Context: an optimization exercise on an open-source flow, tuned for small area and a short achievable clock period. The choices shown serve that exercise and are no tape-out recipe.
In this exercise RTL edits were held to simulation tests only and were not proved equivalent to the original.
Power figures rest on the tool's default switching activity, not on a simulated workload.

== before ==
==> module bin_to_7seg, before the edit <==
module bin_to_7seg(binary, display);
  input [3:0] binary;
  reg [6:0] aux;
  output wire [6:0] display;
  always @ (*)
  begin
    case(binary)
	   4'B0000:
		  aux = 7'B1000000;
		4'B0001:
		  aux = 7'B1111001;
		4'B0010:
		  aux = 7'B0100100;
		4'B0011:
		  aux = 7'B0110000;
		4'B0100:
		  aux = 7'B0011001;
		4'B0101:
		  aux = 7'B0010010;
		4'B0110:
		  aux = 7'B0000010;
		4'B0111:
		  aux = 7'B1111000;
		4'B1000:
		  aux = 7'B0000000;
		4'B1001:
		  aux = 7'B0010000;
		default:
		  aux = 7'B0111111;
	 endcase
  end
  assign display = aux;
endmodule
==> flow/config.mk <==
export PLATFORM = sky130hd
export DESIGN_NAME = processing_unit
export DESIGN_NICKNAME = processing_unit
export VERILOG_FILES = /design/flow/design.v
export SDC_FILE = /design/flow/constraint.sdc
export NUM_CORES = 4
export LEC_CHECK = 0
export CAP_MARGIN = 20
export CORE_MARGIN = 2
export CORE_UTILIZATION = 40
export CTS_BUF_LIST = sky130_fd_sc_hd__clkbuf_8
export CTS_CLUSTER_DIAMETER = 100
export CTS_CLUSTER_SIZE = 15
export SLEW_MARGIN = 20
==> flow/constraint.sdc <==
create_clock -name core_clock -period 33.0 [get_ports {clock}]
set_input_delay 6.6000 -clock core_clock [delete_from_list [all_inputs] [get_ports {clock}]]
set_output_delay 6.6000 -clock core_clock [all_outputs]
set_load 0.01 [all_outputs]
standard.sh (not shown) runs the stock make flow with config.mk's settings and CLKGATE_MAP_FILE= SYNTH_SCRIPT=/design/flow/synth_recipe.tcl, a recipe that flattens the netlist after the stock synthesis.
==> flow/flow/run.sh <==
#!/bin/bash
# Standard ORFS layout (standard.sh), with these changes:
#  - synthesis maps logic with flow/abc_map.script (ABC's &nf mapper with
#    area recovery) in place of ORFS's abc_speed.script, except for the
#    adder (prefix_add), the opcode display (op_display) and the stall flag
#    (stall_flag), which keep their hierarchy until mapping and are mapped
#    with ORFS's own speed script, apart from the logic around them; yosys's half/full adder extraction
#    is skipped so that ABC maps that logic too. Everything else in synthesis
#    (registers, flattening, renaming) is the standard flow's own synth_recipe.tcl;
#  - port buffers are sky130_fd_sc_hd__buf_4 cells.
set -euo pipefail
W=$(pwd)
F=$W/flow
grep -q '^proc synth ' "$W/synth_recipe.tcl"
{
  cat <<EOF
proc synth {args} {
  if {![info exists ::keep_set]} {
    set ::keep_set 1
    yosys setattr -mod -set keep_hierarchy 1 prefix_add op_display stall_flag
  }
  yosys synth -nofsm -noshare {*}\$args
}
proc extract_fa {args} {}
proc abc {args} {
  set i [lsearch -exact \$args -script]
  yosys abc {*}\$args prefix_add op_display stall_flag
  lset args [expr {\$i + 1}] $F/abc_map.script
  yosys abc {*}\$args processing_unit
}
EOF
  grep -v '^proc synth ' "$W/synth_recipe.tcl"
} > "$W/my_synth.tcl"
export BUFFER_PORTS_ARGS="-buffer_cell sky130_fd_sc_hd__buf_4"
bash "$W/standard.sh" "SYNTH_SCRIPT=$W/my_synth.tcl" "BUFFER_PORTS_ARGS=$BUFFER_PORTS_ARGS" finish > "$W/flow_make.log" 2>&1
==> flow/flow/abc_map.script <==
strash
&get -n
&st
&dch
&nf -R 1000 -p
&put
topo
buffer -c
upsize -c
dnsize -c
before did not stop at any stage, and its layout met the timing, design-rule and antenna checks.
--- input diff before..after ---
==> flow/design.v, changed modules only <==
module bin_to_7seg(binary, display);
  input [3:0] binary;
  output wire [6:0] display;
  assign display = (binary == 4'd0) ? 7'b1000000 :
                   (binary == 4'd1) ? 7'b1111001 :
                   (binary == 4'd2) ? 7'b0100100 :
                   (binary == 4'd3) ? 7'b0110000 :
                   (binary == 4'd4) ? 7'b0011001 :
                   (binary == 4'd5) ? 7'b0010010 :
                   (binary == 4'd6) ? 7'b0000010 :
                   (binary == 4'd7) ? 7'b1111000 :
                   (binary == 4'd8) ? 7'b0000000 :
                   (binary == 4'd9) ? 7'b0010000 :
                                      7'b0111111;
endmodule
Notes after the runs:
before -> after: count of unique library cells instantiated by Yosys decreased by a few percent. Looking at setup slack across both flows, after is the weaker of the two, with before ahead. Lower global router's overall resource usage was reported by before, not after. In the metrics for before and after, the one carrying the higher power dissipated in the clock network is before. Between after and before, the post-route core utilization does not differ in any meaningful way. Row minimum clock period after layout: after higher / before lower.

-- afterwards: timing with drivers on the ports --
No port has a modelled driver above. Below, the same layouts with a new extraction and two added sets of constraints. Step 1 (the two cells are an assumption about what drives the block):
set clk [get_ports {clock}]
set_driving_cell -lib_cell sky130_fd_sc_hd__clkbuf_16 $clk
set_driving_cell -lib_cell sky130_fd_sc_hd__buf_2 [delete_from_list [all_inputs] $clk]
Step 2 also shifts input and output timing later by t, the mid clock arrival at the registers, as if the neighbouring blocks saw the same clock. a / b / c = ideal ports / drivers / drivers and shift; a / b = the first two.
run | shift t [ns] | setup WS [ns] | clock arrival spread, ns | slew at the worst register clock pin (ns) | cell pins on the clock port's net
before | 0.936 | 18.503 / 18.434 / 17.811 | 0.093 / 0.093 | 0.12 / 0.12 | 1
after | 0.932 | 17.914 / 17.918 / 16.985 | 0.060 / 0.061 | 0.11 / 0.11 | 1
After both steps setup and hold are still met in every run listed. The setup slack of after, which loses most, moves by +0.004 ns with the drivers and by -0.929 ns with both steps.
